This design comes from an exercise in tuning for small area, a short achievable clock period and few clock cycles per item on the open sky130 flow, not from production work. Where RTL was checked, it was by simulation tests only, not by an equivalence proof against the original. No functional check of the RTL was part of run 2. The clock port is modelled as an ideal driver; clocking choices that lean on that would not hold on a real chip. Power figures rest on the tool's default switching activity, not on a simulated workload.

## flow/design.v (module list and top-level ports; edited modules follow where they fit)
// module fa_cell: 4 lines
// module mkMACBuff: 4079 lines
module mkMACBuff (
    input  CLK,
    input  RST_N,
    input  EN_mac,
    output RDY_mac,
    input  [15:0] mac_vectA_0,
    input  [15:0] mac_vectB_0,
    input  [15:0] mac_vectA_1,
    input  [15:0] mac_vectB_1,
    input  [15:0] mac_vectA_2,
    input  [15:0] mac_vectB_2,
    input  [15:0] mac_vectA_3,
    input  [15:0] mac_vectB_3,
    output EN_writeMem,
    output [5:0] writeMem_addr,
    output [33:0] writeMem_val,
    input  EN_blockRead,
    output RDY_blockRead,
    output EN_readMem,
    output [5:0] readMem_addr,
    input  [33:0] readMem_val,
    output VALID_memVal,
    output [33:0] memVal_data
);
  // ...
==> flow/flow/run.sh <==
#!/bin/bash
# The standard layout (the standard.sh, standard synthesis unchanged), with
# two changes:
#  - the port buffers that global placement inserts on every input and output
#    are buf_2 cells instead of the default choice;
#  - before clock tree synthesis, flow/t1_clock.tcl puts the first tree
#    register bank (t1_*) behind one extra clock buffer: useful skew between
#    register banks inside the datapath (no port-facing register is moved).
# Each ORFS step writes its full log under orfs/logs/; make's own output goes
# to standard.log.
bash standard.sh BUFFER_PORTS_ARGS="-buffer_cell sky130_fd_sc_hd__buf_2" \
  PRE_CTS_TCL="$PWD/flow/t1_clock.tcl" finish > standard.log 2>&1
==> flow/flow/t1_clock.tcl <==
# Hook run before clock tree synthesis: the first tree register bank (t1_*)
# gets its clock through one extra clock buffer, so its clock arrives a
# little later than the other registers' (useful skew between the input
# registers, whose paths to t1 are the longest register-to-register paths,
# and the t2 registers). Only paths between registers are affected: t1
# registers neither take inputs from ports nor drive outputs.
set block [ord::get_db_block]
set clk_net [$block findNet CLK]
set master [[ord::get_db] findMaster sky130_fd_sc_hd__clkbuf_16]
set buf [odb::dbInst_create $block $master skew_t1_clkbuf]
set net [odb::dbNet_create $block skew_t1_clk]
$net setSigType CLOCK
[$buf findITerm A] connect $clk_net
[$buf findITerm X] connect $net
set n 0
set sx 0
set sy 0
foreach inst [$block getInsts] {
  if {[string match "t1_*" [$inst getName]] && [string match "sky130_fd_sc_hd__df*" [[$inst getMaster] getName]]} {
    set it [$inst findITerm CLK]
    $it disconnect
    $it connect $net
    set loc [$inst getLocation]
    incr sx [lindex $loc 0]
    incr sy [lindex $loc 1]
    incr n
  }
}
$buf setLocation [expr {$sx / $n}] [expr {$sy / $n}]
$buf setPlacementStatus PLACED
puts "t1_clock.tcl: moved $n t1 registers to clock net skew_t1_clk"
==> flow/standard.sh <==
#!/bin/bash
# synth_recipe.tcl (not shown) runs the flow's synth.tcl, then flattens the netlist and writes it again
# the make line also repeats each setting of config.mk as NAME=value (left out here)
make -C /OpenROAD-flow-scripts/flow DESIGN_CONFIG=/design/flow/config.mk WORK_HOME=/design/flow/orfs CLKGATE_MAP_FILE= SYNTH_SCRIPT=/design/flow/synth_recipe.tcl "${@:-finish}"
==> flow/config.mk <==
export PLATFORM = sky130hd
export DESIGN_NAME = mkMACBuff
export DESIGN_NICKNAME = mkMACBuff
export VERILOG_FILES = /design/flow/design.v
export SDC_FILE = /design/flow/constraint.sdc
export NUM_CORES = 4
export LEC_CHECK = 0
export CAP_MARGIN = 20
export CORE_MARGIN = 2
export CORE_UTILIZATION = 40
export CTS_CLUSTER_DIAMETER = 100
export CTS_CLUSTER_SIZE = 20
export SETUP_SLACK_MARGIN = 2.15
export SLEW_MARGIN = 20
export SYNTH_HIERARCHICAL = 1
export SYNTH_MINIMUM_KEEP_SIZE = 0
==> flow/constraint.sdc <==
create_clock -name core_clock -period 4.5 [get_ports {CLK}]
set_input_delay 0.9000 -clock core_clock [delete_from_list [all_inputs] [get_ports {CLK}]]
set_output_delay 0.9000 -clock core_clock [all_outputs]
set_load 0.01 [all_outputs]
==> impl_metrics.json, run 1 <==
{
  "final_cells": 4748,
  "dieArea_mm2": 0.1050,
  "synth_simple_gate_area_frac": 0.1071,
  "p_per_area_mw_per_mm2": 646.5,
  "synth_common_cells": "nand2_1, fa_1, dfxtp_1",
  "grt_max_degree": 28,
  "setup.worst_path.start": "t1_c1244",
  "final_area_mm2": 0.04482,
  "tapCellCount": 1368,
  "drcViolationCount": 0,
  "cpPeakStageDelay_ns": 0.54,
  "powerClk_w": 0.00466,
  "clock_power_share": 0.161,
  "synth_xor_area_frac": 0.008764,
  "grt_pass1_vias": 27140,
  "p_leak_nw": 16.74,
  "worst-path-stages": 3,
  "final_common_cell": "nand2_1",
  "yosysTopAreaCellShare": 0.4715,
  "cp_cell_sequence": "fa_1, fa_1, fa_1",
  "setup_ws_ns": 2.157,
  "seqCellArea_mm2": 0.01444,
  "place_ws_ns": 1.505,
  "postCtsSetupBuffers": 4,
  "drt_wl_total_mm": 123.7,
  "cp-endpoint": "t2_s1769",
  "synthesis.nets": 4561,
  "outcome": "timing/DRC/antenna clean",
  "fmax_mhz": 426.9,
  "drt_iter0_drc": 2245,
  "cp.arrival_ns": 2.97,
  "cts_tree": "yes"
}
Testbench counts, summed over its fixed seeds: cycles 14,464, items 12,288.
==> inputs of run 2 (changes only) <==
--- a/flow/design.v
+++ b/flow/design.v
@@ -4024,59 +4024,59 @@
 reg t3_t2_c1816;
 always_ff @(posedge CLK) t3_t2_c1816 <= t2_c1816;
 reg t3_t2_c1600;
 always_ff @(posedge CLK) t3_t2_c1600 <= t2_c1600;
 wire [33:0] row1 = {1'b0, ~t3_t2_c1816, ~t3_c1878, ~t3_c1876, ~t3_c1914, ~t3_c1912, ~t3_c1910, ~t3_c1950, ~t3_c1948, ~t3_c1946, ~t3_c1944, ~t3_c1942, ~t3_c1940, ~t3_c1938, ~t3_c1936, ~t3_c1934, ~t3_c1932, ~t3_c1930, ~t3_c1928, ~t3_c1926, ~t3_c1924, ~t3_c1922, ~t3_c1920, ~t3_c1918, ~t3_c1916, ~t3_s1915, ~t3_s1879, ~t3_s1817, ~t3_t2_s1729, ~t3_t2_s1601, ~t3_t2_s1397, ~t3_t2_t1_c1106, ~t3_t2_t1_s1105, ~t3_t2_t1_s1};
 wire [33:0] row2 = {1'b0, ~t3_t2_c1600, ~t3_t2_s1815, ~t3_s1877, ~t3_s1875, ~t3_s1913, ~t3_s1911, ~t3_s1909, ~t3_s1949, ~t3_s1947, ~t3_s1945, ~t3_s1943, ~t3_s1941, ~t3_s1939, ~t3_s1937, ~t3_s1935, ~t3_s1933, ~t3_s1931, ~t3_s1929, ~t3_s1927, ~t3_s1925, ~t3_s1923, ~t3_s1921, ~t3_s1919, ~t3_s1917, 1'b0, 1'b0, 1'b0, 1'b0, 1'b0, 1'b0, ~t3_t2_t1_s1107, 1'b0, ~t3_t2_t1_pp3_0_0};
 always_ff @(posedge CLK) res <= row1 + row2;
     logic [5:0] mac_cnt;
-    logic       rdy;
+    logic       rdy_n;
     logic [5-1:0] vpipe;
     logic [5:0] wr_addr;
     logic       full;
     logic [5:0] rd_addr;
     logic       rd_valid;
     logic       ren;
-    wire accept    = EN_mac && rdy;
+    wire accept    = EN_mac && !rdy_n;
     wire handshake = EN_blockRead && full;
     wire last_wr   = vpipe[5-1] && wr_addr == 6'd63;
     wire rd_last   = rd_valid && rd_addr == 6'd0;
     wire full_nx     = handshake ? 1'b0 : (last_wr ? 1'b1 : full);
     wire rd_valid_nx = handshake ? 1'b1 : (rd_last ? 1'b0 : rd_valid);
     always_ff @(posedge CLK or negedge RST_N) begin
         if (!RST_N) begin
             mac_cnt  <= 6'd0;
-            rdy      <= 1'b1;
+            rdy_n    <= 1'b0;
             vpipe    <= '0;
             wr_addr  <= 6'd0;
             full     <= 1'b0;
             rd_addr  <= 6'd0;
             rd_valid <= 1'b0;
             ren      <= 1'b0;
         end else begin
             if (accept)
                 mac_cnt <= mac_cnt + 6'd1;
             if (handshake)
-                rdy <= 1'b1;
+                rdy_n <= 1'b0;
             else if (accept && mac_cnt == 6'd63)
-                rdy <= 1'b0;
+                rdy_n <= 1'b1;
             vpipe <= {vpipe[5-2:0], accept};
             if (vpipe[5-1])
                 wr_addr <= wr_addr + 6'd1;
             full <= full_nx;
             rd_valid <= rd_valid_nx;
             if (handshake)
                 rd_addr <= 6'd1;
             else if (rd_valid && rd_addr != 6'd0)
                 rd_addr <= rd_addr + 6'd1;
             ren <= full_nx || rd_valid_nx;
         end
     end
-    assign RDY_mac       = rdy;
+    assign RDY_mac       = !rdy_n;
     assign RDY_blockRead = full;
     assign EN_writeMem   = vpipe[5-1];
     assign writeMem_addr = wr_addr;
     assign writeMem_val  = res;
     assign EN_readMem    = ren;
     assign readMem_addr  = rd_addr;
     assign VALID_memVal  = rd_valid;
     assign memVal_data   = readMem_val;
--- a/flow/config.mk
+++ b/flow/config.mk
@@ -5,12 +5,12 @@
 export SDC_FILE = /design/flow/constraint.sdc
 export NUM_CORES = 4
 export LEC_CHECK = 0
 export CAP_MARGIN = 20
 export CORE_MARGIN = 2
 export CORE_UTILIZATION = 40
 export CTS_CLUSTER_DIAMETER = 100
 export CTS_CLUSTER_SIZE = 20
-export SETUP_SLACK_MARGIN = 2.15
+export SETUP_SLACK_MARGIN = 2.2
 export SLEW_MARGIN = 20
 export SYNTH_HIERARCHICAL = 1
 export SYNTH_MINIMUM_KEEP_SIZE = 0
==> run 2 against run 1 <==
  * Via count up 1.6%
  * Still clean on timing, DRC and antenna
  * Clock skew is 0.021 ns lower
  * Clock power shrank 1%
  * Largest power group unchanged
==> impl_metrics.json, run 2 <==
{
  "outcome": "timing/DRC/antenna clean",
  "core_mm2": 0.1017,
  "clk_pin_slew_worst_paths_ns": 0.09,
  "fin_nets": 4572,
  "cpMaxStageDelayCell": "fa_1",
  "yosysTopAreaCellShare": 0.4713,
  "hold_buffers": 0,
  "cpPeakStageDelay_ns": 0.56,
  "grt_pass1_vias": 27490,
  "die_width_um": 324.1,
  "regMostFlops": "res",
  "startpoint_type": "flip-flop",
  "fmax_mhz": 432.4,
  "seq_area_frac_synth": 0.3418,
  "cell_internal_pwr_w": 0.01720,
  "synth-compound-area-share": 0.01658,
  "antenna_found_initial": 2,
  "worstPathMaxFanout": 1,
  "io_pins": 251,
  "synthesis.nets": 4566,
  "rows": 117,
  "clock_power_share": 0.158,
  "setup_viol": 0,
  "drv_cap": 0,
  "port-buffer-count": 182,
  "grt_overflow": 0,
  "synth_common_cells": "nand2_1, fa_1, dfxtp_1",
  "cp.arrival_ns": 2.91,
  "syn_avg_cell_area_um2": 12.08,
  "cp_top_family": "adder cells",
  "finalCriticalPeriod_ns": 2.313,
  "cts_tree": "yes",
  "dr.pass1.iters": 5,
  "drcViolationCount": 0,
  "grt_usage": 0.2415,
  "syn_area_mm2": 0.04099,
  "mostFrequentLayoutCells": "nand2_1, fa_1, dfxtp_1, buf_2, dfxtp_4",
  "slew_headroom": 0.6048,
  "p_leak_nw": 16.96,
  "viasPerCell": 5.289,
  "setup.worst_path.class": "flip-flop to flip-flop",
  "yosys_warnings": 7,
  "worstHoldPathType": "input port to asynchronous set/reset pin",
  "drv_slew": 0,
  "end_kind": "flip-flop",
  "cpMostUsedCell": "fa_1",
  "ys.flop_type": "dfxtp_1",
  "synth_most_common_cell": "nand2_1",
  "synth_edf_count": 0,
  "synthArstFlopShare": 0.03896,
  "p_switching_w": 0.01197,
  "vias": 25300,
  "p_per_area_mw_per_mm2": 642.9,
  "critPathBufInv": 0,
  "p_seq_frac": 0.358,
  "syn_to_final_growth_pct": 10.72,
  "tightest_slew_ns": 0.5928,
  "synth_xor_area_frac": 0.008761,
  "finalCritPeriodShare": 0.5140,
  "initial_utilization": 0.4029,
  "grt_max_degree": 28,
  "ys_types": 58,
  "place.gp.congestion": 0.9417,
  "crit_required_ns": 5.10,
  "clkLatencyLatePin_ns": 0.92,
  "drt_iter0_drc": 2579,
  "switching_share": 0.4104,
  "combPwrFrac": 0.484,
  "hpwl_mm": 95.39,
  "synth_simple_gate_area_frac": 0.1074,
  "ir_drop_mv": 0.3791,
  "synth_top_family_by_area": "adder cells",
  "synthTopCellsByArea": "fa_1, dfxtp_1, nand2_1, clkbuf_1, dfrtp_1",
  "ant_nets": 0,
  "fill_cells": 9243,
  "die_height_um": 324.1,
  "grt_first_pass_wirelength_mm": 182.4,
  "drt_wl_total_mm": 124.8,
  "post_drt_wl_per_cell_um": 26.09,
  "rsz0062_at_grt": "yes",
  "hold_viol_final": 0,
  "ys_ff_latch": 693,
  "dieArea_mm2": 0.1050,
  "antenna_cells": 0,
  "yosysTopAreaCell": "fa_1",
  "synthCells": 3394,
  "largest_reg_flops": 34,
  "finalClockSkew_ns": 0.2090,
  "fin_total_pwr_w": 0.02918,
  "final_common_cell": "nand2_1",
  "synth_fa_ha_area_frac": 0.4838,
  "cp_cell_sequence": "fa_1, fa_1, fa_1",
  "drive_gt1_frac": 0.1534,
  "synth_mux_area_frac": 0.0007937,
  "fin_tns_setup_ns": 0
}
-- run 2: changes by cell type after synthesis, moves of 2 or more --
cell | before | now
buf_1 | 14 | 9
nand3_1 | 9 | 7
nor2_1 | 26 | 29
clkbuf_1 | 254 | 263
o21ai_1 | 5 | 3
-- run 2: worst paths after layout --
check | from | end | cells past startpoint | slack (ns)
min | RST_N | ren | 1 | 0.16
min reg2reg | t2_t1_s1105 | t3_t2_t1_s1105 | 0 | 0.32
max reg2reg | t1_s1323 | t2_s1791 | 3 | 2.19
max in group asynchronous | RST_N | rd_addr[1] | 1 | 3.90
min in group core_clock | mac_vectB_0[11] | b0_r[11] | 1 | 0.26
max | t1_s1323 | t2_s1791 | 3 | 2.19
-- run 2: per-layer routing --
metal	GRT usage	wire length [um]	up-vias
met5	0	8	-
met4	0.08014	3977	2
met3	0.09253	17200	324
met2	0.3598	53970	1633
met1	0.3243	49620	13260
li1	-	-	10080
-- run 2: timing repair --
action / in CTS / in global routing
pin swaps: 6 / 7
setup endpoints to repair: 309 / 142
buffers inserted: 17 / 40
gates resized for setup: 252 / 80
-- run 2: cells by family (layout without fill, tap and decap cells) --
kind of cell	after synthesis	count (layout)
AO/OA/AOI/OAI	102	102
AND/OR/NAND/NOR	1137	1137
buffers and inverters	412	433
multiplexers	3	3
XOR/XNOR	41	41
flip-flops	693	693
adder cells (fa/ha/maj)	1006	1006
-- run 2: layout make-up, without the clock buffers --
class | instances | area, um^2 | share of cell area
Multi-Input combinational cell | 2289 | 25610 | 0.5643
Sequential cell | 693 | 14490 | 0.3192
Tap cell | 1368 | 1712 | 0.03772
Timing Repair Buffer | 260 | 1687 | 0.03717
Inverter | 106 | 397.9 | 0.008768
Clock inverter | 11 | 152.6 | 0.003364
Buffer | 1 | 25.02 | 0.0005514
-- run 2: worst register-to-register path: cells and delay by family (launching register included) --
kind | cells | cell delay [ns]
flip-flops | 1 | 0.52
adder cells (fa/ha/maj) | 3 | 1.48
-- run 2: power by group through the flow --
stage	sequential, W	clock, W	combinational [W]
final	0.0105	0.00461	0.0141
after global routing	0.0106	0.00495	0.0162
after CTS	0.0104	0.00476	0.0140
after detailed placement	0.0106	0	0.0137
after global placement	0.0106	0	0.0133
after floorplan	0.00977	0	0.00906
-- run 2: through the flow --
| stage | instance area, um^2 | instances | worst slack [ns] | hold WS [ns] | util |
|---|---|---|---|---|---|
| 3_5_place_dp | 42490 | 4659 | 1.484 | 0.3121 | 0.4176 |
| 2_1_floorplan | 41620 | 3394 | 2.189 | 0.3096 | - |
| 5_1_grt | 45380 | 4783 | 2.145 | 0.1846 | 0.4460 |
| 6_report | 45380 | 4783 | 2.187 | 0.1597 | 0.4460 |
| 3_3_place_gp | 42490 | 4659 | 1.471 | 0.3110 | 0.4176 |
| 4_1_cts | 44700 | 4743 | 2.117 | 0.1460 | 0.4394 |
-- run 2: modules after synthesis (local to each module, per instance) --
module	copies in the design	cells inside	flip-flops and latches	area [um^2]
fa_cell	965	1	0	20.02
mkMACBuff	1	2429	693	21670

port drivers added, routing unchanged:
No port has a modelled driver above. Below, the same layouts with a new extraction and two added sets of constraints. Step 1 (the two cells are an assumption about what drives the block):
set clk [get_ports {CLK}]
set_driving_cell -lib_cell sky130_fd_sc_hd__clkbuf_16 $clk
set_driving_cell -lib_cell sky130_fd_sc_hd__buf_2 [delete_from_list [all_inputs] $clk]
Step 2 also shifts input and output timing later by t, the mid clock arrival at the registers, as if the neighbouring blocks saw the same clock. Slacks: ideal / step 1 / step 2; pairs: ideal / step 1.
| run | t, ns | slack for setup (ns) | worst hold slack (ns) |
|---|---|---|---|
| run 1 | 0.898 | 2.157 / 2.145 / 2.157 | 0.155 / 0.095 / 0.331 |
| run 2 | 0.896 | 2.187 / 2.187 / 2.187 | 0.160 / 0.096 / 0.325 |
After both steps setup and hold are still met in every run listed.
